Source: an optimization exercise on an open RTL-to-GDS flow (aim: small area). Production flows keep margins and buffers that such runs may drop. Only simulation tests tie the RTL to the original design; equivalence was not proved. Power figures rest on the tool's default switching activity, not on a simulated workload.

==> flow/design.v (excerpt) <==
module totd_40mhz(
		  input [1:0]  ENABLE40,
		  input        CLK120,
		  input        RST,
		  input [11:0] ADC0,
		  input [11:0] ADC1,
		  input [11:0] ADC2,
		  input [11:0] THRES0,
		  input [11:0] THRES1,
		  input [11:0] THRES2,
		  input [11:0] UP0,
		  input [11:0] UP1,
		  input [11:0] UP2,
		  input [2:0]  TRIG_ENABLE,
		  input [1:0]  MULTIPLICITY,
                  input [6:0]  OCCUPANCY,
                  input [5:0]  FD,
                  input [5:0]  FN,
                  input [11:0] INT,
		  output reg   TRIG
		  );
   wire ph_cap = (ENABLE40 == 2'd1);    
   wire ph_p0  = (ENABLE40 == 2'd2);    
   wire ph_p1  = (ENABLE40 == 2'd0);    
   function gt13(input [12:0] a, input [12:0] b);
      integer i;
      reg c;
      begin
         c = 1'b0;
         for (i = 0; i < 13; i = i + 1)
           c = (a[i] & ~b[i]) | (a[i] & c) | (~b[i] & c);
         gt13 = c;
      end
   endfunction
   reg [11:0] cap_x, cap_y, cap_z;
   reg        cap_v;                    
   always @(posedge CLK120) begin
      cap_z <= ADC2;
      cap_y <= ph_cap ? ADC1 : cap_z;
      cap_x <= ph_cap ? ADC0 : cap_y;
      if (ph_cap) cap_v <= !RST;
   end
   wire        sr = RST | !cap_v;        
   wire [11:0] x  = cap_x;
   reg [11:0] ap1, ap2, ap3;             
   reg [17:0] bl1, bl2, bl3;             
  ...
export LEC_CHECK = 0
export CAP_MARGIN = 20
export CORE_MARGIN = 2
export CORE_UTILIZATION = 45
export CTS_BUF_LIST = sky130_fd_sc_hd__clkbuf_4
export CTS_CLUSTER_DIAMETER = 80
export CTS_CLUSTER_SIZE = 10
export SLEW_MARGIN = 20
create_clock -name core_clock -period 8.3 [get_ports {CLK120}]
standard.sh (not shown) runs the stock make flow with config.mk's settings and CLKGATE_MAP_FILE= SYNTH_SCRIPT=/design/flow/synth_recipe.tcl, a recipe that flattens the netlist after the stock synthesis.
==> flow/flow/run.sh <==
#!/bin/bash
export BUFFER_PORTS_ARGS="-buffer_cell sky130_fd_sc_hd__buf_1"
bash standard.sh > standard.log 2>&1
The first run went through all stages and came out clean.
==> next run, changes <==
Settings changed: CTS_CLUSTER_DIAMETER 80 to 35, CTS_CLUSTER_SIZE 10 to 12.
Worst setup slack improved by 0.058 ns.
Via count hardly moves.
Die area does not change.
Global-route usage barely changes.
==> next run, changes <==
Settings changed: CORE_UTILIZATION 45 to 65, CTS_CLUSTER_DIAMETER 35 to 50, CTS_CLUSTER_SIZE 12 to 10.
Outcome: Clock-buffer cell count went down by 11. First-iteration DRC count goes up by about a fifth. Setup slack is worse by 0.11 ns. Total power shrinks by a few percent. Clock skew fell by 0.018 ns. Design area went down by a few percent. Non-clock buffer count went down by 2. Die area falls by a quarter to a third. Register-to-register slack degrades by 0.11 ns. Flip-flop and latch count is unchanged. Synthesized cell count is unchanged.
==> next run, changes <==
Settings changed: CORE_UTILIZATION 65 to 45.
Cell area rose by 1.1%.
Utilization came out lower by 22 points.
Area after synthesis stays the same.
First-iteration DRC count goes down by 3.3%.
Clock power falls by about 4%.
Critical path depth stays the same.
Worst setup slack gains 0.071 ns.

---

== oak ==
The RTL this note starts from:
==> flow/design.v <==
module totd_40mhz(
		  input [1:0]  ENABLE40,
		  input        CLK120,
		  input        RST,
		  input [11:0] ADC0,
		  input [11:0] ADC1,
		  input [11:0] ADC2,
		  input [11:0] THRES0,
		  input [11:0] THRES1,
		  input [11:0] THRES2,
		  input [11:0] UP0,
		  input [11:0] UP1,
		  input [11:0] UP2,
		  input [2:0]  TRIG_ENABLE,
		  input [1:0]  MULTIPLICITY,
                  input [6:0]  OCCUPANCY,
                  input [5:0]  FD,
                  input [5:0]  FN,
                  input [11:0] INT,
		  output reg   TRIG
		  );
   wire ph_cap = (ENABLE40 == 2'd1);    
   wire ph_p0  = (ENABLE40 == 2'd2);    
   wire ph_p1  = (ENABLE40 == 2'd0);    
   reg [11:0] cap_x, cap_y, cap_z;
   reg        cap_v;                    
   always @(posedge CLK120) begin
      cap_z <= ADC2;
      cap_y <= ph_cap ? ADC1 : cap_z;
      cap_x <= ph_cap ? ADC0 : cap_y;
      if (ph_cap) cap_v <= !RST;
   end
   wire        sr = RST | !cap_v;        
   wire [11:0] x  = cap_x;
   reg [11:0] ap1, ap2, ap3;             
   reg [17:0] bl1, bl2, bl3;             
   reg [19:0] ia1, ia2, ia3;             
   reg        ic1, ic2, ic3;             
   reg [7:0]  oc1, oc2, oc3;             
   wire [11:0] y   = ap3;
   wire [17:0] bo  = bl3;
   wire [19:0] ao  = ia3;
   wire        co  = ic3;
   wire [7:0]  occ = oc3;
   reg [382:0] qline;
   reg [365:0] gline;
   reg [8:0]   cnt;                      
   reg [6:0]   wc;                       
   always @(posedge CLK120) begin
      if (RST)
        cnt <= 0;
      else if (cnt != 9'd383)
        cnt <= cnt + 1'b1;
   end
   wire g21  = gline[20]  & (cnt >= 9'd21);
   wire g366 = gline[365] & (cnt >= 9'd366);
   wire win_in  = qline[22]  & (cnt >= 9'd23);
   wire win_out = qline[382] & (cnt == 9'd383) & (wc == 7'd121);
   wire [17:0] dec_a = y * FD;
   wire [18:0] dec_b = {1'b0, x, 6'b0} - {1'b0, dec_a};
   reg  [17:0] dec_c;
   always @(posedge CLK120)
     dec_c <= (sr | dec_b[18]) ? 18'd0 : dec_b[17:0];
   wire [23:0] dec_p = dec_c * FN;
   wire [23:0] dec_e = dec_p + 24'd512;
   wire [11:0] dec_y = dec_e[22] ? 12'd4095 : dec_e[21:10];
   wire [11:0] thr = ph_p1 ? THRES0 : ph_cap ? THRES1 : THRES2;
   wire [11:0] up  = ph_p1 ? UP0    : ph_cap ? UP1    : UP2;
   wire        en  = ph_p1 ? TRIG_ENABLE[0] : ph_cap ? TRIG_ENABLE[1]
                   : TRIG_ENABLE[2];
   wire        qn  = en && (thr < dec_y) && (up >= dec_y);
   wire [19:0] delta = {2'b00, y, 6'b0} - {2'b00, bo};
   wire [19:0] ia_a  = (ao[19] | g366) ? 20'd0 :
                       co ? {1'b0, INT, 1'b0, 6'b0} : ao;
   wire        gn    = !sr && (ia_a[19:6] > {2'b00, INT});
   wire        cn    = ia_a[19:6] > {1'b0, INT, 1'b0};
   wire [19:0] ia_b  = ia_a + delta;
   wire [19:0] ia_c  = ia_b[19] ? 20'd0 :
                       ia_b - (ao[19] ? 20'd0 : 20'd32);
   wire [18:0] bd   = {1'b0, x, 6'b0} - {1'b0, bo};
   wire        bneg = bd[18];
   wire        xnz  = |x;
   wire gt64 = !bneg && (|bd[17:7] || (bd[6] && |bd[5:0]));
   wire gt32 = !bneg && (|bd[17:6] || (bd[5] && |bd[4:0]));
   wire lt64 = bneg && !(&bd[17:6]);
   wire lt32 = bneg && !(&bd[17:5]);
   wire bc1 = (&bo[17:6]) ? xnz : gt64;                     
   wire bc2 = (&bo[17:5]) ? xnz : gt32;                     
   wire bc3 = !bneg && (|bd[17:0]);                         
   wire bc4 = (~|bo[17:6]) ? !((&x) && (bo == 18'd0)) : lt64;  
   wire bc5 = (~|bo[17:5]) | lt32;                          
   wire bc6 = bneg;                                         
   wire       bup  = bc1 | bc2 | bc3;
   wire       bdn  = !bup & (bc4 | bc5 | bc6);
   wire [2:0] bmag = bc1 ? 3'd4 : bc2 ? 3'd2 : bc3 ? 3'd1 :
                     bc4 ? 3'd4 : bc5 ? 3'd2 : bc6 ? 3'd1 : 3'd0;
   wire [17:0] bn  = bo + (bdn ? -{15'd0, bmag} : {15'd0, bmag});
   wire       clr  = TRIG;              
   wire [7:0] occn = occ + win_in - win_out;
   wire       sbn  = !sr && (occ > {1'b0, OCCUPANCY}) && g21;
   always @(posedge CLK120) begin
      ap1 <= sr ? 12'd0 : x;
      bl1 <= sr ? 18'd0 : bn;
      ia1 <= sr ? 20'd0 : ia_c;
      ic1 <= sr ? 1'b0  : cn;
      oc1 <= (sr | clr) ? 8'd0 : occn;
      {ap3, ap2} <= {ap2, ap1};
      {bl3, bl2} <= {bl2, bl1};
      {ia3, ia2} <= {ia2, ia1};
      {ic3, ic2} <= {ic2, ic1};
      {oc3, oc2} <= {oc2, oc1};
      qline <= {qline[381:0], qn};
      gline <= {gline[364:0], gn};
   end
   always @(posedge CLK120) begin
      if (RST)
        wc <= 0;
      else if (ph_cap) begin
         if (clr)
           wc <= 7'd1;
         else if (wc != 7'd121)
           wc <= wc + 1'b1;
      end
   end
   reg sb_d1, sb_d2;
   reg trig_m, trig_now, trig_prev;
   always @(posedge CLK120) begin
      sb_d1 <= sbn;
      sb_d2 <= sb_d1;
      if (RST) begin
         trig_m <= 0;
         trig_now <= 0;
         trig_prev <= 0;
         TRIG <= 0;
      end else if (ph_cap) begin
         trig_m <= ({1'b0, sb_d2} + {1'b0, sb_d1} + {1'b0, sbn} >= MULTIPLICITY)
                   && (MULTIPLICITY != 2'd0);
         trig_now <= trig_m;
         trig_prev <= trig_now;
         TRIG <= trig_now && !trig_prev;
      end
   end
endmodule
==> flow/config.mk <==
export PLATFORM = sky130hd
export DESIGN_NAME = totd_40mhz
export DESIGN_NICKNAME = totd_40mhz
export VERILOG_FILES = /design/flow/design.v
export SDC_FILE = /design/flow/constraint.sdc
export NUM_CORES = 4
export LEC_CHECK = 0
export CAP_MARGIN = 20
export CORE_MARGIN = 2
export CORE_UTILIZATION = 45
export CTS_BUF_LIST = sky130_fd_sc_hd__clkbuf_4
export CTS_CLUSTER_DIAMETER = 50
export CTS_CLUSTER_SIZE = 10
export SLEW_MARGIN = 20
==> flow/constraint.sdc <==
create_clock -name core_clock -period 8.3 [get_ports {CLK120}]
set_input_delay 1.6600 -clock core_clock [delete_from_list [all_inputs] [get_ports {CLK120}]]
set_output_delay 1.6600 -clock core_clock [all_outputs]
set_load 0.01 [all_outputs]
Scripts as last shown in full above: flow/flow/run.sh
Both conditions hold for oak: the flow ran to the end and the final layout passed the timing, DRC and antenna checks.
Modified inputs, pine compared to oak
Settings: a change of CTS_CLUSTER_SIZE from 10 to 12.
==> flow/run.sh (new file) <==
#!/bin/bash
# synth_recipe.tcl (not shown) runs the flow's synth.tcl, then flattens the netlist and writes it again
# the make line also repeats each setting of config.mk as NAME=value (left out here)
make -C /OpenROAD-flow-scripts/flow DESIGN_CONFIG=/design/flow/config.mk WORK_HOME=/design/flow/orfs CLKGATE_MAP_FILE= SYNTH_SCRIPT=/design/flow/synth_recipe.tcl finish
removed: flow/flow/run.sh
removed: flow/standard.sh
- Against oak, the final cell area of pine is higher.
- The final hold slack reported for pine is greater than that of oak by 0.016 ns.
- Going from oak to pine, wire length on met1 climbed about 5.6%, number of cells on the worst reg-to-reg path went up.
- pine vs oak on power dissipated by switching net loads: pine is the higher one.
- oak ended up with buf_1 as its slowest library cell on the worst path; pine ended up with clkdlybuf4s50_1.
Inputs modified between pine and birch:
Settings: a deleted CTS_CLUSTER_DIAMETER that had been 50; a deleted CTS_CLUSTER_SIZE that had been 12; a deleted CTS_BUF_LIST that had been sky130_fd_sc_hd__clkbuf_4.
Results
- Delta (birch minus pine): share of layout cells above drive strength 1 +0.69 points; global-route usage rose 0.18 points; final setup slack of the worst path now smaller; fraction of standard cell area in multi-input logic -1.7 points; clock group share of total power went up 14 points.
- Clock tree buffer count of the final layout, pine and birch, higher one = birch.
- birch vs. pine: post-route cell area shows an increase of 0.0021 mm^2; fraction of the cycle the final worst path needs shows an increase of 2.6 points.

## re-timing with driven ports
How much do the figures lean on ideal ports? The routed layouts below were timed once more, with nothing changed but the port constraints. Step 1, drivers: a clkbuf_16 drives CLK120 and a buf_2 each remaining input, both assumed. Step 2 adds t to the input delays and takes it off the output delays; t is the mean of the earliest and latest rising clock arrival at the registers after step 1. Input paths then give back, and output paths get back, about the clock's delay inside the block. Slacks: no drivers / after step 1 / after step 2; pairs: no drivers / after step 1.
run | shift t [ns] | setup slack, ns | worst hold slack (ns) | latest minus earliest clock arrival (ns) | cell pins on the clock port's net
the first run of note 1 | 0.919 | 1.050 / 1.050 / 0.391 | 0.304 / 0.304 / 0.304 | 0.063 / 0.062 | 1
the second run of note 1 | 0.922 | 1.107 / 1.107 / 0.322 | 0.298 / 0.298 / 0.298 | 0.088 / 0.088 | 1
the third run of note 1 | 0.938 | 1.002 / 1.002 / 0.298 | 0.290 / 0.290 / 0.290 | 0.075 / 0.075 | 1
the fourth run of note 1 | 0.918 | 1.073 / 1.073 / 0.393 | 0.300 / 0.300 / 0.300 | 0.079 / 0.079 | 1
oak | 0.913 | 0.885 / 0.909 / -0.004 | 0.278 / 0.278 / 0.278 | 0.089 / 0.088 | 1
pine | 0.930 | 0.914 / 0.936 / 0.006 | 0.294 / 0.294 / 0.294 | 0.061 / 0.061 | 1
birch | 0.688 | 0.699 / 0.725 / 0.037 | 0.291 / 0.291 / 0.291 | 0.042 / 0.042 | 1
With both steps, setup timing fails in oak, where it was met with ideal ports. The setup slack of pine, which loses most, moves by +0.022 ns with the drivers and by -0.908 ns with both steps.
